This design comes from an exercise in tuning for small area on the open sky130 flow, not from production work. RTL that was checked went through simulation tests only; none was proved equivalent to the original. Function not checked in runs 2 and 3: the RTL went through the layout flow alone.

==> design/flow/design.v <==
module cordiciter(input clk,input signed  [15:0] Xin,input signed  [15:0] Yin,input   [15:0] Zin,input signed[15:0] prev_angle,output reg [15:0] Xout,output reg [15:0] Yout,output reg [15:0] Zout,input [2:0] i);
always @(posedge clk)
begin
    Xout<=Zin[15]? Xin+(Yin>>>i) : Xin-(Yin>>>i);
    Yout<=Zin[15]? Yin-(Xin>>>i) : Yin+(Xin>>>i);
    Zout<=Zin[15]? Zin+prev_angle : Zin-prev_angle;
end
endmodule
module Cordic(input clk,input signed  [15:0] Xin, input signed  [15:0] Yin, input  [15:0]  angle, output reg signed  [15:0]Xout, output reg signed  [15:0]Yout);
   localparam signed [17:0] allcosmulfactor = 18'sd40108;
   wire[15:0] Xi[0:7];  
   reg[15:0] x;
   assign Xi[0]=x;
   wire[15:0] Yi[0:7];  
   reg[15:0] y;
   assign Yi[0]=y;
   wire[15:0] Z[0:7];  
   reg[15:0] z;
   assign Z[0]=z;   
   wire signed [15:0]Xf;
   wire signed [15:0]Yf;
   wire [15:0] angle_rotated_total;
   wire [15:0] angles [0:7];
	assign angles[0] = 16'b0010000000000000; 
   assign angles[1] = 16'b0001001011100100; 
   assign angles[2] = 16'b0000100111111011; 
   assign angles[3] = 16'b0000010100010001; 
   assign angles[4] = 16'b0000001010001011;
   assign angles[5] = 16'b0000000101000101;
   assign angles[6] = 16'b0000000010100010;
   assign angles[7] = 16'b0000000001010001;
   cordiciter c0(clk,Xi[0],Yi[0],Z[0],angles[0],Xi[1],Yi[1],Z[1],3'd0);
   cordiciter c1(clk,Xi[1],Yi[1],Z[1],angles[1],Xi[2],Yi[2],Z[2],3'd1);
   cordiciter c2(clk,Xi[2],Yi[2],Z[2],angles[2],Xi[3],Yi[3],Z[3],3'd2);
   cordiciter c3(clk,Xi[3],Yi[3],Z[3],angles[3],Xi[4],Yi[4],Z[4],3'd3);
   cordiciter c4(clk,Xi[4],Yi[4],Z[4],angles[4],Xi[5],Yi[5],Z[5],3'd4);
   cordiciter c5(clk,Xi[5],Yi[5],Z[5],angles[5],Xi[6],Yi[6],Z[6],3'd5);
   cordiciter c6(clk,Xi[6],Yi[6],Z[6],angles[6],Xi[7],Yi[7],Z[7],3'd6);
   cordiciter c7(clk,Xi[7],Yi[7],Z[7],angles[7],Xf,Yf,angle_rotated_total,3'd7);
   wire signed [33:0] xout_scaled = Xf*allcosmulfactor + 34'sd32768;
   wire signed [33:0] yout_scaled = Yf*allcosmulfactor + 34'sd32768;
   always @(posedge clk)
   begin
      case (angle[15:14])
      2'b00:  
         begin
            x<=Xin;
            y<=Yin;
            z<=angle;
         end
      2'b01:  
         begin
            x<=-Yin;
            y<=Xin;
            z<={2'b00,angle[13:0]};
         end
      2'b10:  
         begin
            x<=-Xin;
            y<=-Yin;
            z<={2'b00,angle[13:0]};
         end
      2'b11:  
         begin
            x<=Yin;
            y<=-Xin;
            z<={2'b00,angle[13:0]};
         end
   endcase
   Xout<=xout_scaled[31:16];
   Yout<=yout_scaled[31:16];
   end
endmodule
==> design/flow/run.sh <==
#!/bin/bash
# synth_recipe.tcl (not shown) runs the flow's synth.tcl, then flattens the netlist and writes it again
# the make line also repeats each setting of config.mk as NAME=value (left out here)
make -C /OpenROAD-flow-scripts/flow DESIGN_CONFIG=/design/flow/config.mk WORK_HOME=/design/flow/orfs CLKGATE_MAP_FILE= SYNTH_SCRIPT=/design/flow/synth_recipe.tcl finish
==> design/flow/config.mk <==
export PLATFORM = sky130hd
export DESIGN_NAME = Cordic
export DESIGN_NICKNAME = Cordic
export VERILOG_FILES = /design/flow/design.v
export SDC_FILE = /design/flow/constraint.sdc
export NUM_CORES = 4
export LEC_CHECK = 0
export CAP_MARGIN = 20
export CORE_MARGIN = 2
export CORE_UTILIZATION = 40
export SLEW_MARGIN = 20
==> design/flow/constraint.sdc <==
create_clock -name core_clock -period 7.0 [get_ports {clk}]
set_input_delay 1.4000 -clock core_clock [delete_from_list [all_inputs] [get_ports {clk}]]
set_output_delay 1.4000 -clock core_clock [all_outputs]
set_load 0.01 [all_outputs]
==> results of run 1 <==
metal layers:
metal | up-vias | GRT usage, % | wire length [um]
met3 | 134 | 2.23 | 2300
li1 | 13924 | - | -
met2 | 356 | 30.5 | 38400
met4 | 0 | 6.63 | 3020
met1 | 12331 | 18.6 | 32000
met5 | - | 0 | 0
synthesized netlist by cell type, types with 4 or more instances:
library cell	n
buf_1	8
and2_1	15
a21o_1	74
ha_1	586
inv_1	646
o211ai_1	6
xor2_1	163
clkbuf_1	59
o21ai_0	151
nor3b_1	8
a31oi_1	17
o2111ai_1	10
o21ai_1	5
and3_1	12
nor4_1	28
a21boi_0	22
nor2b_1	42
fa_1	199
xnor2_1	355
or2_2	6
nand4_1	12
or3_1	30
nor2_1	299
nand2_1	139
o21bai_1	88
o31ai_1	14
nand2b_1	24
mux2_2	10
nor4b_1	4
dfxtp_1	431
a31o_2	12
a2111oi_0	9
mux2i_1	29
a211oi_1	14
o21a_1	15
a21oi_1	340
a311oi_1	5
nand3b_1	4
nand3_1	40
nor3_1	90
or4_1	6
a2111o_1	11
o41ai_1	17
how the worst max path moves through the flow:
stage                           to  slack (ns)  depth (start not counted)
final                     Xout[14]        0.66                         19
after global routing      Yout[13]        0.16                         20
after CTS                 Xout[14]        0.66                         19
after detailed placement  Xout[14]        0.68                         19
after global placement    Yout[13]        0.77                         20
after floorplan           Yout[15]        1.09                         22
cell families (layout without fill, tap and decap cells):
kind of cell | Yosys count | count (layout) | synth area share (%)
compound gates | 848 | 848 | 14.6
fa+ha+maj | 786 | 786 | 30.9
simple gates | 773 | 773 | 10.0
mux | 41 | 41 | 1.22
flops | 431 | 431 | 23.5
buf+inv | 717 | 833 | 7.34
other cells | 1 | 2 | 0.0102
xor+xnor | 520 | 520 | 12.5
through the flow:
step           std cells  hold WS, ns  setup WS (ns)  cell area [sq um]
2_1_floorplan       4118        0.310           1.09              36700
3_3_place_gp        5327        0.313          0.773              38800
3_5_place_dp        5327        0.312          0.675              38800
4_1_cts             5420        0.327          0.657              40500
5_1_grt             5420        0.332          0.162              40500
6_report            5420        0.327          0.662              40500
area by class of cell:
cell class              instances  area (sq um)
clock buffers                  65          1390
clock inverters                28           295
fillers                      8836         50700
inverters                     648          2430
multi-input cells            2970         25400
flip-flops and latches        431          8630
well taps                    1186          1480
repair buffers                 92           886
cells in the final DEF (no fill, tap or decap), types with 11 or more instances in the layout:
cell type / count
a21oi_1: 340
o21a_1: 15
a21boi_0: 22
nand2_1: 139
inv_1: 646
o41ai_1: 17
or3_1: 30
o21bai_1: 88
xnor2_1: 355
dfxtp_1: 431
a2111o_1: 11
a31o_2: 12
nand3_1: 40
a31oi_1: 17
and2_1: 15
buf_4: 12
nand4_1: 12
a21o_1: 74
o31ai_1: 14
nor2b_1: 42
nor2_1: 299
nor4_1: 28
xor2_1: 163
clkdlybuf4s50_1: 79
nor3_1: 90
and3_1: 12
fa_1: 199
ha_1: 586
nand2b_1: 24
mux2i_1: 29
a211oi_1: 14
o21ai_0: 151
clkbuf_16: 50
critical path, stage by stage, from the launching register on:
cell	delay, ns
dfxtp_1	0.63
ha_1	0.36
fa_1	0.50
inv_1	0.06
fa_1	0.52
fa_1	0.44
fa_1	0.54
inv_1	0.05
fa_1	0.50
inv_1	0.04
ha_1	0.38
nand4_1	0.15
o21ai_0	0.47
nor2_1	0.14
xnor2_2	0.30
nand4b_4	0.22
nor4_2	0.52
a2111oi_0	0.14
a311oi_1	0.22
nand2_1	0.07
==> flow_summary.ini, run 1 <==
[outcome]
status = timing/DRC/antenna clean

[global_route]
grt_pass1_vias = 26581
globalRouteOverflowTotal = 0
grt_max_degree = 62
grt_pass1_wl_um = 128000
antenna_found_initial = 0
track_usage_pct = 16.3

[timing]
max_slew_margin_pct = 41.9
fmax_ghz = 0.158
period_needed_ns = 6.34
tns_ns = 0
max_slew.worst_pin.slew_ns = 0.872
hold_viol_final = 0
report.final.slew_viol_count = 0
finalSetupViolCount = 0
rsz0062_at_grt = false
post-route-period-util_pct = 90.5
finalClockSkew_ns = 0.0276

[detailed_routing]
wl_per_cell_um = 14.0
ant_nets = 0
drt_iter0_markers = 1072
wirelength_um = 75700
firstDrtPassIters = 5
vias_per_cell = 4.93
vias = 26745
drc = 0

[clocking]
cts_resized = 0
clock-sinks = 431
clk_pin_slew_ns = 0.06
hold_buffers = 0
numCtsBuffers = 50
cts_tree = built
h-tree-depth = 2
cts_setup_buffers = 0
clk_latency_ns = 0.63
clockBufferDepth = 3
cts-root-buf = clkbuf_16

[placed_design]
gp_congestion = 0.893
io_buffers = 80
dp_hpwl_um = 63300

[floorplan]
core_sq_um = 91200
start_util_pct = 40.2
rows = 111
die-width_um = 307
design.die.area_sq_um = 94200
die_h_um = 307
io_pins = 81

[worst_setup_path]
crit_required_ns = 7.52
cp-start-kind = flip-flop
reg2reg_from = c7.Xout[15]
r2r-end = Xout[14]
crit_arrival_ns = 6.86
rrSetupSlack_ns = 0.66
end_kind = flip-flop
crit_path_max_fanout = 13
critPathLaunch = c7.Xout[15]
worstSetupPathType = flip-flop to flip-flop
worstRegToRegCells = 19

[yosys]
synth_cell_types = 89
ys_ff_latch = 431
synth-async-reset-ratio_pct = 0
synth.top_cell.area_share_pct = 23.5
synth_area_sq_um = 36700
synth_edf_count = 0
synth-main-ff-cell = dfxtp_1
seq_area_frac_synth_pct = 23.5
synth_area_leaders = dfxtp_1 (24%), ha_1 (20%), fa_1 (11%)
yosysWarnings = 2
syn_inst = 4117
syn_area_per_cell_sq_um = 8.92
synth_area_leader_cell = dfxtp_1

[layout]
area_delta_synth_final_pct = 10.3
fin_util_pct = 44.4
nets = 5027
diodes = 0
drive_gt1_share_pct = 3.76

[flow_run]
cap_violations = 0

[hold_path]
hold_path_end = c1.Zout[0]
hp-class = flip-flop to flip-flop
hold_depth = 0
hp-start = c0.Zout[0]
==> run 2, diff against run 1 <==
==> design/flow/design.v (replaced) <==
module Cordic(input clk, input signed [15:0] Xin, input signed [15:0] Yin, input [15:0] angle,
              output reg signed [15:0] Xout, output reg signed [15:0] Yout);
   function [31:0] radd;
      input [31:0] a;
      input [31:0] b;
      input        cin;
      integer k;
      reg c;
      begin
         c = cin;
         for (k = 0; k < 32; k = k + 1) begin
            radd[k] = a[k] ^ b[k] ^ c;
            c = (a[k] & b[k]) | (a[k] & c) | (b[k] & c);
         end
      end
   endfunction
   function [31:0] iter;
      input [15:0] x;
      input [15:0] y;
      input        neg;
      input [2:0]  sh;
      reg [15:0] xs, ys, xn, yn;
      begin
         xs = $signed(x) >>> sh;
         ys = $signed(y) >>> sh;
         xn = radd({16'd0, x}, {16'd0, ys ^ {16{~neg}}}, ~neg);
         yn = radd({16'd0, y}, {16'd0, xs ^ {16{neg}}}, neg);
         iter = {xn, yn};
      end
   endfunction
   function [15:0] scale;
      input [15:0] v;
      reg [31:0] xe, t1, t, vv, u;
      begin
         xe = {{16{v[15]}}, v};
         t1 = radd(xe, xe << 2, 1'b0);
         t  = radd(t1, xe << 5, 1'b0);
         vv = radd(t << 4, ~t, 1'b1);
         u  = radd(t << 8, vv, 1'b0);
         u  = radd(u, 32'd8192, 1'b0);
         scale = u[29:14];
      end
   endfunction
   localparam [15:0] A1 = 16'h12e4, A2 = 16'h09fb, A3 = 16'h0511, A4 = 16'h028b,
                     A5 = 16'h0145, A6 = 16'h00a2, A7 = 16'h0051;
   function [15:0] zstep;
      input [15:0] z;    
      input [15:0] a;
      begin
         zstep = radd({16'd0, z}, {16'd0, z[15] ? a : (~a + 16'd1)}, 1'b0);
      end
   endfunction
   reg [15:0] x0, y0;
   reg [15:0] a0;
   always @(posedge clk) begin
      x0 <= Xin; y0 <= Yin; a0 <= angle;
   end
   wire [15:0] nx0 = -x0;
   wire [15:0] ny0 = -y0;
   reg  [15:0] xq, yq;
   always @* begin
      case (a0[15:14])
         2'd0: begin xq = x0;  yq = y0;  end
         2'd1: begin xq = ny0; yq = x0;  end
         2'd2: begin xq = nx0; yq = ny0; end
         default: begin xq = y0; yq = nx0; end
      endcase
   end
   wire [31:0] it0 = iter(xq, yq, 1'b0, 3'd0);
   wire [15:0] z1 = {{3{~a0[13]}}, a0[12:0]};
   wire [31:0] it1 = iter(it0[31:16], it0[15:0], z1[15], 3'd1);
   wire [15:0] z2 = zstep(z1, A1);
   wire [15:0] z3 = zstep(z2, A2);
   wire [15:0] z4 = zstep(z3, A3);
   reg [15:0] x2, y2;
   reg        d2, d3;
   reg [11:0] z4r;
   always @(posedge clk) begin
      x2 <= it1[31:16]; y2 <= it1[15:0];
      d2 <= z2[15]; d3 <= z3[15]; z4r <= z4[11:0];
   end
   wire [31:0] it2 = iter(x2, y2, d2, 3'd2);
   wire [15:0] z4e = {{4{z4r[11]}}, z4r};
   wire [15:0] z5 = zstep(z4e, A4);
   wire [15:0] z6 = zstep(z5, A5);
   wire [15:0] z7 = zstep(z6, A6);
   reg [15:0] x3, y3;
   reg [4:0]  dd3;    
   always @(posedge clk) begin
      x3 <= it2[31:16]; y3 <= it2[15:0];
      dd3 <= {z7[15], z6[15], z5[15], z4e[15], d3};
   end
   wire [31:0] it3 = iter(x3, y3, dd3[0], 3'd3);
   reg [15:0] x4, y4; reg [3:0] dd4;
   always @(posedge clk) begin x4 <= it3[31:16]; y4 <= it3[15:0]; dd4 <= dd3[4:1]; end
   wire [31:0] it4 = iter(x4, y4, dd4[0], 3'd4);
   reg [15:0] x5, y5; reg [2:0] dd5;
   always @(posedge clk) begin x5 <= it4[31:16]; y5 <= it4[15:0]; dd5 <= dd4[3:1]; end
   wire [31:0] it5 = iter(x5, y5, dd5[0], 3'd5);
   reg [15:0] x6, y6; reg [1:0] dd6;
   always @(posedge clk) begin x6 <= it5[31:16]; y6 <= it5[15:0]; dd6 <= dd5[2:1]; end
   wire [31:0] it6 = iter(x6, y6, dd6[0], 3'd6);
   reg [15:0] x7, y7; reg dd7;
   always @(posedge clk) begin x7 <= it6[31:16]; y7 <= it6[15:0]; dd7 <= dd6[1]; end
   wire [31:0] it7 = iter(x7, y7, dd7, 3'd7);
   reg [15:0] x8, y8;
   always @(posedge clk) begin x8 <= it7[31:16]; y8 <= it7[15:0]; end
   reg [15:0] x9, y9;
   always @(posedge clk) begin x9 <= x8; y9 <= y8; end
   always @(posedge clk) begin
      Xout <= scale(x9);
      Yout <= scale(y9);
   end
endmodule
==> flow_summary.ini, run 2 <==
[global_route]
grt_max_degree = 37
track_usage_pct = 14.5
antenna_found_initial = 0
grt_pass1_vias = 14470
grt_pass1_wl_um = 67200
globalRouteOverflowTotal = 0

[layout]
mostFrequentLayoutCell = inv_1
fill_cells = 4907
drive_gt1_share_pct = 30.0
area_delta_synth_final_pct = 27.1
most-common-layout-cells = inv_1 (467), dfxtp_1 (352), buf_4 (248)
diodes = 0
nets = 2800

[detailed_routing]
wl_met2_um = 21600
vias_per_cell = 4.24
firstDrtPassIters = 4
drc = 0
wirelength_met1_um = 15400
ant_nets = 0
wirelength_um = 39300
vias = 13080
wl_per_cell_um = 12.7
dr_wl_met3_um = 1220
drt_iter0_markers = 405
highest_layer = met4

[clocking]
clock-sinks = 365
clk_latency_ns = 0.56
cts_tree = built
clockBufferDepth = 3
hold_buffers = 0
h-tree-depth = 2
numCtsBuffers = 43
clk_pin_slew_ns = 0.06
cts-root-buf = clkbuf_16

[yosys]
synth-main-ff-cell = dfxtp_1
synth-async-reset-ratio_pct = 0
syn_area_per_cell_sq_um = 11.3
yosysWarnings = 1
synth_most_common_cell = inv_1
syn_inst = 1976
yosys-top-cells-count = inv_1 (559), fa_1 (382), dfxtp_1 (365), xnor2_1 (129), xor2_1 (108)
ys_ff_latch = 365
synth_area_leader_cell = fa_1
synth_area_leaders = fa_1 (34%), dfxtp_1 (33%), inv_1 (9.4%)
synth_area_sq_um = 22300
synth.top_cell.area_share_pct = 34.3
synth_edf_count = 0
synth_cell_types = 61
seq_area_frac_synth_pct = 32.8

[worst_setup_path]
cp_slowest_cell = fa_2
cp-start-kind = flip-flop
end_kind = flip-flop
slowest_delay_ns = 0.59
crit_required_ns = 7.49
crit_path_max_fanout = 2
crit_arrival_ns = 12.62
endpoint = Xout[15]
rrSetupSlack_ns = -5.12
cp_common_cell = fa_2
critPathLaunch = x9[0]
r2r-end = Xout[15]
worstSetupPathType = flip-flop to flip-flop
worstRegToRegCells = 39
reg2reg_from = x9[0]

[timing]
max_slew.worst_pin.slew_ns = 1.01
period_needed_ns = 12.12
hold_viol_final = 0
finalClockSkew_ns = 0.0250
report.final.slew_viol_count = 0
max_slew_margin_pct = 32.5
rsz0062_at_grt = true
post-route-period-util_pct = 173
fmax_ghz = 0.0825
finalSetupViolCount = 49
layout_setup_ws_ns = -5.12

[hold_path]
hp-class = flip-flop to flip-flop

[floorplan]
io_pins = 81
die-width_um = 240
start_util_pct = 40.5
rows = 86
core_sq_um = 55100
design.die.area_sq_um = 57600
die_h_um = 240

[placed_design]
pre_cts_slack_ns = -5.25
io_buffers = 80
dp_hpwl_um = 32100
gp_congestion = 0.835

[outcome]
so_faults = negative setup slack
status = complete, but fails checks

[flow_run]
cap_violations = 0
## run 2: worst max-delay path: cells and delay by family, from the launching register on
kind       cells  cell delay, ns
fa+ha+maj     31           11.08
xor+xnor       3            0.44
flops          1            0.35
buf+inv        5            0.23
## run 2: per-layer routing
| layer | up-vias | track usage [%] |
|---|---|---|
| met2 | 163 | 27.6 |
| met3 | 55 | 2.24 |
| met1 | 6428 | 16.4 |
| met5 | - | 0 |
| met4 | 0 | 5.10 |
| li1 | 6434 | - |
## run 2: how the worst min path moves through the flow
stage | start | to | slack [ns] | cells past startpoint
floorplan | x8[2] | x9[2] | 0.31 | 0
global placement | y8[14] | y9[14] | 0.31 | 0
detailed placement | x8[0] | x9[0] | 0.31 | 0
CTS | x8[7] | x9[7] | 0.32 | 0
global route | x8[7] | x9[7] | 0.32 | 0
finish | x8[8] | x9[8] | 0.32 | 0
## run 2: timing repair
action / in CTS / in global routing
endpoints found under the setup margin: 52 / 54
pin swaps: 45 / 23
resized for setup: 59 / 71
buffers inserted: 31 / 5
## run 2: logic make-up (layout without fill, tap and decap cells)
group | Yosys count | after routing | synth area share (%)
AOI/OAI and AO/OA | 122 | 122 | 3.57
xor gates and xnor gates | 237 | 237 | 9.31
adders and majority gates | 452 | 452 | 38.1
buffers and inverters | 610 | 971 | 10.3
DFF | 365 | 365 | 32.8
muxes | 36 | 36 | 2.37
and+or+nand+nor | 154 | 154 | 3.52
## run 2: final cells by class
cell class | count | area, sq um | share of cell area (%)
clock buffer | 62 | 1270 | 4.49
clock inverter | 14 | 205 | 0.724
inverter | 560 | 2120 | 7.48
multi-input combinational | 1001 | 13700 | 48.3
sequential | 365 | 7340 | 25.9
tap | 748 | 936 | 3.30
timing repair buffer | 335 | 2770 | 9.77
## run 2: through the flow
stage	area (sq um)	utilization (%)	cells	hold WS (ns)	setup TNS [ns]
global placement	26100	47.3	2974	0.310	-110.81
finish	28300	51.4	3085	0.320	-107.14
global route	28300	51.4	3085	0.324	-119.35
CTS	28000	50.9	3081	0.320	-109.18
detailed placement	26100	47.3	2974	0.312	-114.96
floorplan	22900	-	1976	0.309	-107.53
==> run 3, diff against run 2 <==
==> design/flow/design.v (replaced) <==
module Cordic(input clk, input signed [15:0] Xin, input signed [15:0] Yin, input [15:0] angle,
              output reg signed [15:0] Xout, output reg signed [15:0] Yout);
   function [15:0] radd;
      input [15:0] a;
      input [15:0] b;
      input        cin;
      integer k;
      reg c;
      begin
         c = cin;
         for (k = 0; k < 16; k = k + 1) begin
            radd[k] = a[k] ^ b[k] ^ c;
            c = (a[k] & b[k]) | (a[k] & c) | (b[k] & c);
         end
      end
   endfunction
   function [31:0] iter;
      input [15:0] x;
      input [15:0] y;
      input        neg;
      input [2:0]  sh;
      reg [15:0] xs, ys;
      begin
         xs = $signed(x) >>> sh;
         ys = $signed(y) >>> sh;
         iter = {radd(x, ys ^ {16{~neg}}, ~neg), radd(y, xs ^ {16{neg}}, neg)};
      end
   endfunction
   function [15:0] scale;
      input [15:0] v;
      reg [31:0] xe, t, u;
      begin
         xe = {{16{v[15]}}, v};
         t = xe + (xe << 2) + (xe << 5);
         u = (t << 8) + (t << 4) - t + 32'd8192;
         scale = u[29:14];
      end
   endfunction
   localparam signed [15:0] A1 = 16'sh12e4, A2 = 16'sh09fb, A3 = 16'sh0511, A4 = 16'sh028b,
                            A5 = 16'sh0145, A6 = 16'sh00a2, A7 = 16'sh0051;
   wire signed [15:0] z1 = {{3{~angle[13]}}, angle[12:0]};    
   wire signed [15:0] z2 = z1[15] ? z1 + A1 : z1 - A1;
   wire signed [15:0] z3 = z2[15] ? z2 + A2 : z2 - A2;
   wire signed [15:0] z4 = z3[15] ? z3 + A3 : z3 - A3;
   reg [15:0] x0, y0;
   reg [1:0]  q0;
   reg [3:1]  d0;
   reg [11:0] z4r;       
   always @(posedge clk) begin
      x0 <= Xin; y0 <= Yin; q0 <= angle[15:14];
      d0 <= {z3[15], z2[15], z1[15]};
      z4r <= z4[11:0];
   end
   wire signed [15:0] z4e = {{4{z4r[11]}}, z4r};
   wire signed [15:0] z5 = z4e[15] ? z4e + A4 : z4e - A4;
   wire signed [15:0] z6 = z5[15] ? z5 + A5 : z5 - A5;
   wire signed [15:0] z7 = z6[15] ? z6 + A6 : z6 - A6;
   wire [15:0] ny0 = radd(~y0, 16'd0, 1'b1);
   wire mx = q0[1] ^ q0[0];      
   wire my = ~q0[1];             
   wire mxy = q0[1];             
   wire myy = q0[1] ^ q0[0];     
   wire [15:0] x1n = radd(x0 ^ {16{mx}},  my  ? ny0 : y0, mx);
   wire [15:0] y1n = radd(x0 ^ {16{mxy}}, myy ? ny0 : y0, mxy);
   reg [15:0] x1, y1;
   reg [7:1]  d1;
   always @(posedge clk) begin
      x1 <= ~x1n; y1 <= ~y1n; d1 <= {z7[15], z6[15], z5[15], z4e[15], d0};
   end
   wire [31:0] it1 = iter(~x1, ~y1, d1[1], 3'd1);
   reg [15:0] x2, y2; reg [7:2] d2;
   always @(posedge clk) begin x2 <= ~it1[31:16]; y2 <= ~it1[15:0]; d2 <= d1[7:2]; end
   wire [31:0] it2 = iter(~x2, ~y2, d2[2], 3'd2);
   reg [15:0] x3, y3; reg [7:3] d3;
   always @(posedge clk) begin x3 <= ~it2[31:16]; y3 <= ~it2[15:0]; d3 <= d2[7:3]; end
   wire [31:0] it3 = iter(~x3, ~y3, d3[3], 3'd3);
   reg [15:0] x4, y4; reg [7:4] d4;
   always @(posedge clk) begin x4 <= ~it3[31:16]; y4 <= ~it3[15:0]; d4 <= d3[7:4]; end
   wire [31:0] it4 = iter(~x4, ~y4, d4[4], 3'd4);
   reg [15:0] x5, y5; reg [7:5] d5;
   always @(posedge clk) begin x5 <= ~it4[31:16]; y5 <= ~it4[15:0]; d5 <= d4[7:5]; end
   wire [31:0] it5 = iter(~x5, ~y5, d5[5], 3'd5);
   reg [15:0] x6, y6; reg [7:6] d6;
   always @(posedge clk) begin x6 <= ~it5[31:16]; y6 <= ~it5[15:0]; d6 <= d5[7:6]; end
   wire [31:0] it6 = iter(~x6, ~y6, d6[6], 3'd6);
   reg [15:0] x7, y7; reg d7;
   always @(posedge clk) begin x7 <= ~it6[31:16]; y7 <= ~it6[15:0]; d7 <= d6[7]; end
   wire [31:0] it7 = iter(~x7, ~y7, d7, 3'd7);
   reg [15:0] x8, y8;
   always @(posedge clk) begin x8 <= ~it7[31:16]; y8 <= ~it7[15:0]; end
   always @(posedge clk) begin
      Xout <= scale(~x8);
      Yout <= scale(~y8);
   end
endmodule
==> flow_summary.ini, run 3 <==
[global_route]
antenna_found_initial = 0
globalRouteOverflowTotal = 0
grt_pass1_wl_um = 65300
grt_pass1_vias = 14427
track_usage_pct = 13.3
met1_usage_pct = 14.1
met3_usage_pct = 2.06
grtUsageMet2_pct = 26.4
busiest_layer = met2
grt_max_degree = 36

[floorplan]
start_util_pct = 40.3
die_h_um = 242
design.die.area_sq_um = 58600
core_sq_um = 56300
rows = 87
die-width_um = 242
io_pins = 81

[clocking]
cts-root-buf = clkbuf_16
h-tree-depth = 2
clk_pin_slew_ns = 0.06
clk_latency_ns = 0.59
clockBufferDepth = 3
clock-sinks = 365
cts_tree = built
numCtsBuffers = 43

[detailed_routing]
drt_iter0_markers = 354
ant_nets = 0
wirelength_um = 37500
vias = 12992
wl_per_cell_um = 13.1
firstDrtPassIters = 4
drc = 0
vias_per_cell = 4.53

[hold_path]
hp-class = flip-flop to flip-flop
hp-start = d4[5]

[flow_run]
cap_violations = 0

[yosys]
synth_most_common_cell = dfxtp_1
synth.top_cell.area_share_pct = 32.2
yosys-top-cells-count = dfxtp_1 (365), fa_1 (287), ha_1 (237), xnor2_1 (206), inv_1 (177)
synth_area_leader_cell = dfxtp_1
synth-main-ff-cell = dfxtp_1
ys_ff_latch = 365
syn_inst = 1914
yosysWarnings = 1
synth_edf_count = 0
syn_area_per_cell_sq_um = 11.9
synth_area_leaders = dfxtp_1 (32%), fa_1 (25%), ha_1 (13%)
seq_area_frac_synth_pct = 32.2
synth_cell_types = 59
synth_area_sq_um = 22700
synth-async-reset-ratio_pct = 0

[placed_design]
dp_hpwl_um = 31600
dpl_cell_area_sq_um = 24800
pre_cts_slack_ns = -0.775
gp_congestion = 0.807
io_buffers = 80

[layout]
drive_gt1_share_pct = 8.63
most-common-layout-cells = dfxtp_1 (362), fa_1 (284), ha_1 (237)
diodes = 0
area_delta_synth_final_pct = 16.3
nets = 2650
mostFrequentLayoutCell = dfxtp_1
fin_area_sq_um = 26400

[timing]
rsz0062_at_grt = true
finalClockSkew_ns = 0.0377
layout_setup_ws_ns = 0.244
post-route-period-util_pct = 96.5
fmax_ghz = 0.148
max_slew_margin_pct = 29.5
tns_ns = 0
period_needed_ns = 6.76
hold_viol_final = 0
report.final.slew_viol_count = 0
finalSetupViolCount = 0
max_slew.worst_pin.slew_ns = 1.05

[worst_setup_path]
crit_required_ns = 7.43
crit_arrival_ns = 7.18
cp-start-kind = flip-flop
critPathLaunch = y7[7]
end_kind = flip-flop
rrSetupSlack_ns = 0.24
worstSetupPathType = flip-flop to flip-flop
crit_path_max_fanout = 3
reg2reg_from = y7[7]

[outcome]
status = timing/DRC/antenna clean
==> run 3: what timing repair did <==
item                       CTS  global route
hold buffers                 0             0
setup endpoints to repair    4             9
gates resized for setup      3            21
pin swaps                    0             5
setup buffers                0             2
==> run 3: final timing paths <==
| kind | endpoint | cells past startpoint |
|---|---|---|
| setup reg to reg | x8[15] | 16 |
| hold reg to reg | d5[5] | 0 |
| hold / removal | d5[5] | 0 |
| setup / recovery | x8[15] | 16 |
==> run 3: area by class of cell <==
type / count / area, sq um
Fill cell: 5044 / 29900
Multi-Input combinational cell: 1344 / 14700
Sequential cell: 365 / 7310
Timing Repair Buffer: 146 / 1300
Clock buffer: 59 / 1230
Tap cell: 756 / 946
Inverter: 177 / 664
Clock inverter: 18 / 253
==> run 3: per-stage QoR <==
step / std cells / util [%] / hold WS, ns
2_1_floorplan: 1914 / - / 0.310
3_3_place_gp: 2786 / 44.1 / 0.310
3_5_place_dp: 2786 / 44.1 / 0.312
4_1_cts: 2863 / 46.8 / 0.321
5_1_grt: 2865 / 46.9 / 0.329
6_report: 2865 / 46.9 / 0.313
==> run 3: metal layers <==
metal / vias up / wire, um
li1: 6584 / -
met5: - / 0
met1: 6232 / 15100
met4: 0 / 938
met2: 123 / 20500
met3: 53 / 1010
==> run 3: logic make-up after synthesis <==
logic type                 synth area share [%]
muxes                                      1.41
xor gates and xnor gates                   13.2
AOI/OAI and AO/OA                          7.42
DFF                                        32.2
and+or+nand+nor                            4.01
adders and majority gates                  38.4
buffers and inverters                      3.39
==> run 3: critical path: stages, from the launching register on <==
cell and delay [ns]:
dfxtp_1 0.44, mux2_2 0.37, fa_1 0.39, fa_1 0.41, fa_1 0.43, fa_1 0.42
fa_1 0.40, fa_1 0.40, fa_1 0.40, fa_1 0.41, fa_1 0.40, fa_1 0.40
fa_1 0.39, fa_1 0.39, fa_1 0.39, fa_1 0.38, xor2_1 0.18
==> run 4, diff against run 3 <==
--- a/design/flow/design.v
+++ b/design/flow/design.v
@@ -21,6 +21,9 @@
       input [2:0]  sh;
+      reg signed [15:0] xv, yv;
       reg [15:0] xs, ys;
       begin
-         xs = $signed(x) >>> sh;
-         ys = $signed(y) >>> sh;
+         xv = x;
+         yv = y;
+         xs = xv >>> sh;
+         ys = yv >>> sh;
          iter = {radd(x, ys ^ {16{~neg}}, ~neg), radd(y, xs ^ {16{neg}}, neg)};
==> flow_summary.ini, run 4 <==
[yosys]
synth_area_leaders = dfxtp_1 (32%), fa_1 (25%), ha_1 (13%)
ys_ff_latch = 365
synth-xor-area-share_pct = 12.8
yosys-top-cells-count = dfxtp_1 (365), fa_1 (287), ha_1 (237), xnor2_1 (201), inv_1 (176)
synth_edf_count = 0
synth_fa_ha_area_share_pct = 37.7
synth_area_sq_um = 23100
synth.top_cell.area_share_pct = 31.6
synthMuxAreaShare_pct = 1.52
synthSimpleGateAreaFrac_pct = 4.71
seq_area_frac_synth_pct = 31.6
syn_area_per_cell_sq_um = 11.7
yosysWarnings = 1
synth-main-ff-cell = dfxtp_1
synth_cell_types = 74
synth_top_family_by_area = adder cells
synth_most_common_cell = dfxtp_1
synth-compound-area-share_pct = 8.22
syn_inst = 1980
synth-async-reset-ratio_pct = 0
synth_area_leader_cell = dfxtp_1

[global_route]
globalRouteOverflowTotal = 0
track_usage_pct = 13.3
antenna_found_initial = 0
grt_pass1_wl_um = 66700
grt_max_degree = 38
grt_pass1_vias = 14721

[layout]
fin_util_pct = 46.2
most-common-layout-cells = dfxtp_1 (363), fa_1 (283), ha_1 (237)
area_delta_synth_final_pct = 14.6
mostFrequentLayoutCell = dfxtp_1
nets = 2676
fin_area_sq_um = 26500
diodes = 0
drive_gt1_share_pct = 6.74

[timing]
max_slew.worst_pin.slew_ns = 1.02
max_slew_margin_pct = 31.6
hold_viol_final = 0
tns_ns = 0
finalSetupViolCount = 0
report.final.slew_viol_count = 0
period_needed_ns = 6.76
whs_ns = 0.323
post-route-period-util_pct = 96.6
rsz0062_at_grt = false
fmax_ghz = 0.148
finalClockSkew_ns = 0.0410

[clocking]
clockBufferDepth = 3
clk_pin_slew_ns = 0.06
cts_tree = built
clock-sinks = 365
h-tree-depth = 2
numCtsBuffers = 42
hold_buffers = 0
cts_resized = 0
cts_setup_buffers = 0
clk_latency_ns = 0.59
cts-root-buf = clkbuf_16

[detailed_routing]
drt_iter0_markers = 360
vias = 13470
vias_per_cell = 4.64
ant_nets = 0
wirelength_um = 38800
wl_per_cell_um = 13.4
drc = 0
firstDrtPassIters = 4

[hold_path]
hp-class = flip-flop to flip-flop

[worst_setup_path]
worstSetupPathType = flip-flop to flip-flop
cp_common_cell = fa_1
end_kind = flip-flop
crit_required_ns = 7.51
cp-start-kind = flip-flop
crit_chain = inv_1 > ha_1 > mux2i_1 > fa_2 > fa_1 > fa_1 > fa_1 > fa_1 > fa_1 > fa_1 > fa_1 > fa_2 > fa_1 > fa_1 > fa_1 > fa_2 > fa_2 > xnor2_2 > xnor2_1 > xnor2_1
crit_family = adder cells
crit_path_max_fanout = 2
crit_arrival_ns = 7.27
cp_slowest_cell = fa_1
crit_buf_inv = 1
slowest_delay_ns = 0.40

[flow_run]
cap_violations = 0

[floorplan]
start_util_pct = 40.3
die_h_um = 244
die-width_um = 244
rows = 88
io_pins = 81
core_sq_um = 57400
design.die.area_sq_um = 59700

[placed_design]
dpl_cell_area_sq_um = 25000
gp_congestion = 0.834
io_buffers = 80
dp_hpwl_um = 32600

[outcome]
status = timing/DRC/antenna clean
run 4: logic make-up (layout without fill, tap and decap cells):
| kind of cell | after synthesis | count (layout) |
|---|---|---|
| AOI/OAI and AO/OA | 286 | 286 |
| xor gates and xnor gates | 333 | 333 |
| adders and majority gates | 524 | 524 |
| buffers and inverters | 208 | 364 |
| DFF | 365 | 365 |
| muxes | 34 | 34 |
| and+or+nand+nor | 230 | 230 |
run 4: routing by layer:
metal	vias to the layer above	share of wire, %	wire [um]	GRT usage [%]
met2	142	53	20400	25.4
met4	0	3.1	1210	4.45
met3	65	2.6	1010	2.21
li1	6811	-	-	-
met1	6452	42	16200	14.9
met5	-	0	0	0
run 4: final cells by class:
| class | instances | area, sq um |
|---|---|---|
| fillers | 5251 | 30900 |
| multi-input cells | 1407 | 15100 |
| flip-flops and latches | 365 | 7310 |
| clock buffers | 57 | 1190 |
| repair buffers | 109 | 1020 |
| well taps | 765 | 957 |
| inverters | 178 | 668 |
| clock inverters | 20 | 283 |
run 4: final timing paths:
path	startpoint	to	slack, ns	cells past startpoint
setup / recovery	y0[1]	x1[15]	0.24	20
hold reg to reg	d5[7]	d6[7]	0.32	0
setup reg to reg	y0[1]	x1[15]	0.24	20
hold / removal	d5[7]	d6[7]	0.32	0
run 4: stage by stage:
stage	cells	setup slack [ns]
4_1_cts	2901	0.00581
2_1_floorplan	1980	-0.0561
6_report	2901	0.240
3_5_place_dp	2824	-0.179
5_1_grt	2901	0.0102
3_3_place_gp	2824	-0.00229
==> run 5, diff against run 4 <==
--- a/design/flow/config.mk
+++ b/design/flow/config.mk
@@ -9,3 +9,4 @@
 export CORE_MARGIN = 2
-export CORE_UTILIZATION = 40
+export CORE_UTILIZATION = 60
+export CTS_BUF_LIST = sky130_fd_sc_hd__clkbuf_4
 export SLEW_MARGIN = 20
==> flow_summary.ini, run 5 <==
[worst_setup_path]
worstRegToRegCells = 19
rrSetupSlack_ns = 0.25
end_kind = flip-flop
reg2reg_from = q0[0]
worstSetupPathType = flip-flop to flip-flop
crit_required_ns = 7.69
crit_arrival_ns = 7.44
r2r-end = x1[15]
cp-start-kind = flip-flop
crit_path_max_fanout = 4

[yosys]
synth_area_leaders = dfxtp_1 (32%), fa_1 (25%), ha_1 (13%)
ys_ff_latch = 365
synth.top_cell.area_share_pct = 31.6
synth-main-ff-cell = dfxtp_1
synth_area_sq_um = 23100
yosysWarnings = 1
syn_inst = 1980
yosys-top-cells-count = dfxtp_1 (365), fa_1 (287), ha_1 (237), xnor2_1 (201), inv_1 (176)
syn_area_per_cell_sq_um = 11.7
synth_cell_types = 74
synth-async-reset-ratio_pct = 0
synth_area_leader_cell = dfxtp_1
seq_area_frac_synth_pct = 31.6
synth_most_common_cell = dfxtp_1
synth_edf_count = 0

[placed_design]
gp_congestion = 0.841
io_buffers = 80
dp_hpwl_um = 32400
pre_cts_slack_ns = -0.247

[detailed_routing]
wirelength_um = 38800
ant_nets = 0
wl_per_cell_um = 14.2
firstDrtPassIters = 4
drt_iter0_markers = 343
drc = 0
vias = 13941
vias_per_cell = 5.08

[global_route]
grt_pass1_wl_um = 67600
grt_max_degree = 28
track_usage_pct = 20.5
globalRouteOverflowTotal = 0
antenna_found_initial = 1
grt_pass1_vias = 15250

[timing]
period_needed_ns = 6.75
rsz0062_at_grt = false
layout_setup_ws_ns = 0.248
report.final.slew_viol_count = 0
max_slew_margin_pct = 30.9
hold_viol_final = 0
finalSetupViolCount = 0
max_slew.worst_pin.slew_ns = 1.03
fmax_ghz = 0.148
post-route-period-util_pct = 96.5
finalClockSkew_ns = 0.0466

[clocking]
clk_pin_slew_ns = 0.06
clk_latency_ns = 0.77
hold_buffers = 0
h-tree-depth = 3
cts_tree = built
clock-sinks = 365
numCtsBuffers = 96
cts-root-buf = clkbuf_4
clockBufferDepth = 3
cts_setup_buffers = 0

[layout]
drive_gt1_share_pct = 10.1
multiInputGateArea_sq_um = 15100
nets = 2735
regArea_sq_um = 7310
mostFrequentLayoutCell = dfxtp_1
fill_cells = 2926
area_delta_synth_final_pct = 12.3
most-common-layout-cells = dfxtp_1 (363), fa_1 (284), ha_1 (237)

[floorplan]
die-width_um = 200
io_pins = 81
core_sq_um = 37800
design.die.area_sq_um = 40100
rows = 71
start_util_pct = 61.2
die_h_um = 200

[hold_path]
hold_depth = 0
hp-start = d5[7]
hold_path_end = d6[7]
hp-class = flip-flop to flip-flop

[flow_run]
cap_violations = 0

[outcome]
status = timing/DRC/antenna clean
[run 5: cell count changes in the layout (fill, tap and decap cells not counted), sizes merged]
cell and delta:
clkbuf +76, diode +1, bufinv -2, clkinvlp -2
clkinv +18, buf +5
[run 5: cells by family (layout without fill, tap and decap cells)]
group | count (synthesis) | count (layout) | synth area share (%)
AOI/OAI and AO/OA | 286 | 286 | 8.22
xor gates and xnor gates | 333 | 333 | 12.8
buffers and inverters | 208 | 459 | 3.38
adders and majority gates | 524 | 524 | 37.7
other | 0 | 1 | 0
DFF | 365 | 365 | 31.6
muxes | 34 | 34 | 1.52
and+or+nand+nor | 230 | 230 | 4.71
[run 5: timing repair]
item / 4_1_cts / 5_1_grt
endpoints found under the setup margin: 1 / 2
gates resized for setup: 1 / 6
pin swaps: 0 / 2
hold endpoints to repair: 0 / 0
[run 5: critical path: stages, from the launching register on]
cell	delay, ns
dfxtp_4	0.41
xor2_4	0.22
xnor2_1	0.12
fa_1	0.44
fa_1	0.40
fa_1	0.39
fa_1	0.38
fa_1	0.38
fa_1	0.40
fa_2	0.36
fa_1	0.40
fa_1	0.39
fa_1	0.40
fa_1	0.40
fa_1	0.41
fa_2	0.36
fa_2	0.36
xnor2_2	0.15
xnor2_1	0.18
xnor2_1	0.13
[run 5: how the worst max path moves through the flow]
stage                        start      end  cells past startpoint
after global routing         q0[0]   x1[15]                     19
after detailed placement  angle[2]  z4r[11]                     26
after global placement    angle[2]  z4r[11]                     26
after floorplan              q0[1]   x1[15]                     21
after CTS                    q0[0]   x1[15]                     19
final                        q0[0]   x1[15]                     19
[run 5: through the flow]
| step | hold WS [ns] | setup TNS (ns) | utilization (%) | instances | area, sq um |
|---|---|---|---|---|---|
| after floorplan | 0.310 | -0.0561 | - | 1980 | 23100 |
| after global placement | 0.310 | 0 | 65.4 | 2575 | 24700 |
| after detailed placement | 0.312 | -0.286 | 65.4 | 2575 | 24700 |
| after CTS | 0.323 | 0 | 68.6 | 2742 | 25900 |
| after global routing | 0.327 | 0 | 68.7 | 2743 | 25900 |
| final | 0.322 | 0 | 68.7 | 2743 | 25900 |
[run 5: layout make-up]
cell class	count	share of cell area, %
Antenna cell	1	0.00965
Inverter	178	2.58
Clock inverter	34	0.796
Tap cell	511	2.47
Multi-Input combinational cell	1407	58.0
Timing Repair Buffer	114	4.07
Sequential cell	365	28.2
Clock buffer	133	3.85
[run 5: per-layer routing]
layer,global-route usage (%),part of all wire (%)
met2,40.1,55
met4,8.53,2.8
met1,21.5,39
met3,3.58,3.0
met5,0,0
==> run 6, diff against run 5 <==
--- a/design/flow/config.mk
+++ b/design/flow/config.mk
@@ -9,4 +9,5 @@
 export CORE_MARGIN = 2
-export CORE_UTILIZATION = 60
-export CTS_BUF_LIST = sky130_fd_sc_hd__clkbuf_4
+export CORE_UTILIZATION = 70
+export CTS_BUF_LIST = sky130_fd_sc_hd__clkbuf_2 sky130_fd_sc_hd__clkbuf_4
+export PLACE_DENSITY = 0.8
 export SLEW_MARGIN = 20
==> flow_summary.ini, run 6 <==
[worst_setup_path]
crit_arrival_ns = 7.39
end_kind = flip-flop
slowest_delay_ns = 0.45
cp-start-kind = flip-flop
crit_required_ns = 7.60
reg2reg_from = q0[1]
r2r-end = x1[15]
cp_slowest_cell = fa_1
worstSetupPathType = flip-flop to flip-flop
cp_common_cell = fa_1
rrSetupSlack_ns = 0.21
crit_chain = xor2_4 > xnor2_1 > fa_1 > fa_1 > fa_1 > fa_1 > fa_1 > fa_1 > fa_2 > fa_1 > fa_1 > fa_1 > fa_2 > fa_2 > fa_1 > fa_2 > xnor2_2 > xnor2_1 > xnor2_1
worstRegToRegCells = 19
critPathLaunch = q0[1]
crit_path_max_fanout = 5

[detailed_routing]
drc = 0
vias = 14144
drt_iter0_markers = 434
wl_per_cell_um = 14.9
ant_nets = 0
vias_per_cell = 5.30
wirelength_um = 39800
firstDrtPassIters = 5

[yosys]
synth-main-ff-cell = dfxtp_1
synthMuxAreaShare_pct = 1.52
synth-async-reset-ratio_pct = 0
syn_inst = 1980
ys_ff_latch = 365
synth_top_family_by_area = adder cells
synth-compound-area-share_pct = 8.22
yosys-top-cells-count = dfxtp_1 (365), fa_1 (287), ha_1 (237), xnor2_1 (201), inv_1 (176)
synth_cell_types = 74
synth_area_sq_um = 23100
synth_area_leader_cell = dfxtp_1
synth.top_cell.area_share_pct = 31.6
synth_edf_count = 0
syn_area_per_cell_sq_um = 11.7
synth_most_common_cell = dfxtp_1
yosysWarnings = 1
synth-xor-area-share_pct = 12.8
synth_area_leaders = dfxtp_1 (32%), fa_1 (25%), ha_1 (13%)
synthSimpleGateAreaFrac_pct = 4.71
seq_area_frac_synth_pct = 31.6
synth_fa_ha_area_share_pct = 37.7

[outcome]
status = timing/DRC/antenna clean

[layout]
most-common-layout-cells = dfxtp_1 (363), fa_1 (283), ha_1 (237)
multiInputGateArea_sq_um = 15100
mostFrequentLayoutCell = dfxtp_1
regArea_sq_um = 7310
drive_gt1_share_pct = 9.75
fill_cells = 2032
stdcell_count = 2668
area_delta_synth_final_pct = 11.9
nets = 2722

[timing]
period_needed_ns = 6.79
finalSetupViolCount = 0
rsz0062_at_grt = true
post-route-period-util_pct = 97.0
hold_viol_final = 0
max_slew.worst_pin.slew_ns = 0.855
max_slew_margin_pct = 42.6
report.final.slew_viol_count = 0
fmax_ghz = 0.147
finalClockSkew_ns = 0.0822

[clocking]
clock-sinks = 365
hold_buffers = 0
h-tree-depth = 3
cts-root-buf = clkbuf_4
numCtsBuffers = 91
clk_pin_slew_ns = 0.07
cts_setup_buffers = 0
cts_tree = built
clockBufferDepth = 3
clk_latency_ns = 0.79

[floorplan]
io_pins = 81
start_util_pct = 71.0
rows = 66
core_sq_um = 32500
design.die.area_sq_um = 34500
die_h_um = 186
die-width_um = 186

[placed_design]
gp_congestion = 0.838
place_inst = 2498
io_buffers = 80
dp_hpwl_um = 32100

[hold_path]
hold_depth = 0
hp-start = d2[3]
hp-class = flip-flop to flip-flop
hold_path_end = d3[3]

[global_route]
grt_pass1_wl_um = 69400
antenna_found_initial = 2
grt_max_degree = 39
track_usage_pct = 25.1
globalRouteOverflowTotal = 0
grt_pass1_vias = 15393

[flow_run]
cap_violations = 0
==> run 6: worst max path at each step <==
stage                   end  slack (ns)  cells past startpoint
finish               x1[15]        0.21                     19
global route         y1[15]      -0.007                     21
CTS                  x1[15]       0.004                     19
detailed placement  z4r[11]       -0.23                     26
global placement    z4r[11]        0.03                     26
floorplan            x1[15]       -0.06                     21
==> run 6: timing repair <==
item | 4_1_cts | 5_1_grt
setup endpoints to repair | 1 | 3
hold endpoints to repair | 0 | 0
resized for setup | 1 | 7
==> run 6: logic make-up (layout without fill, tap and decap cells) <==
kind of cell,after synthesis,after routing
simple gates,230,230
flops,365,365
fa+ha+maj,524,524
mux,34,34
xor+xnor,333,333
buf+inv,208,453
compound gates,286,286
other cells,0,1
==> run 6: stage by stage <==
step / util (%) / TNS (ns) / setup WS [ns] / area, sq um / hold slack (ns)
after global placement: 75.5 / 0 / 0.0338 / 24600 / 0.312
after floorplan: - / -0.0561 / -0.0561 / 23100 / 0.310
after detailed placement: 75.5 / -0.251 / -0.227 / 24600 / 0.312
final: 79.5 / 0 / 0.213 / 25900 / 0.300
after global routing: 79.5 / -0.0116 / -0.00714 / 25900 / 0.282
after CTS: 79.3 / 0 / 0.00381 / 25800 / 0.295
==> run 6: cell type report <==
| class | instances | area share [%] |
|---|---|---|
| timing repair buffer | 106 | 3.88 |
| antenna | 1 | 0.00968 |
| clock buffer | 128 | 3.72 |
| inverter | 178 | 2.58 |
| clock inverter | 41 | 1.12 |
| tap | 442 | 2.14 |
| multi-input combinational | 1407 | 58.3 |
| sequential | 365 | 28.3 |
==> run 6: worst max-delay path, delay by kind of cell, from the launching register on <==
kind / cells / cell delay (ns)
xor gates and xnor gates: 5 / 0.78
adders and majority gates: 14 / 5.46
DFF: 1 / 0.44
==> run 6: per-layer routing <==
metal  GRT usage (%)  wire, um  share of wire [%]  vias to the layer above
met1            27.9     15500                 39                     6815
met5               0        13              0.033                        -
li1                -         -                  -                     6980
met4            9.39      1220                3.1                        2
met2            47.5     21600                 54                      248
met3            4.62      1490                3.7                       99

## static timing again, ports no longer ideal
In the flow no input, the clock included, has a driving cell. The finished layouts below were timed again as built, in two steps.
Step 1 (the two cells are an assumption about what drives the block):
set clk [get_ports {clk}]
set_driving_cell -lib_cell sky130_fd_sc_hd__clkbuf_16 $clk
set_driving_cell -lib_cell sky130_fd_sc_hd__buf_2 [delete_from_list [all_inputs] $clk]
Step 2 adds t to the input delays and takes it off the output delays; t is the mean of the earliest and latest rising clock arrival at the registers after step 1. Input paths then give back, and output paths get back, about the clock's delay inside the block.
Slacks: ideal / step 1 / step 2; pairs: ideal / step 1.
| run | t, ns | slack for setup (ns) | latest minus earliest clock arrival (ns) | slew at the worst register clock pin (ns) |
|---|---|---|---|---|
| run 1 | 0.676 | 0.662 / 0.662 / 0.662 | 0.034 / 0.034 | 0.07 / 0.07 |
| run 2 | 0.609 | -5.125 / -5.125 / -5.125 | 0.026 / 0.027 | 0.06 / 0.06 |
| run 3 | 0.623 | 0.244 / 0.244 / -0.197 | 0.041 / 0.041 | 0.07 / 0.07 |
| run 4 | 0.624 | 0.240 / 0.240 / -0.254 | 0.042 / 0.042 | 0.06 / 0.06 |
| run 5 | 0.795 | 0.248 / 0.248 / -0.296 | 0.047 / 0.047 | 0.07 / 0.07 |
| run 6 | 0.798 | 0.213 / 0.213 / -0.298 | 0.089 / 0.089 | 0.08 / 0.08 |
With both steps, setup timing fails in run 3, run 4, run 5 and run 6, where it was met with ideal ports. The setup slack of run 5, which loses most, moves by 0.000 ns with the drivers and by -0.544 ns with both steps.
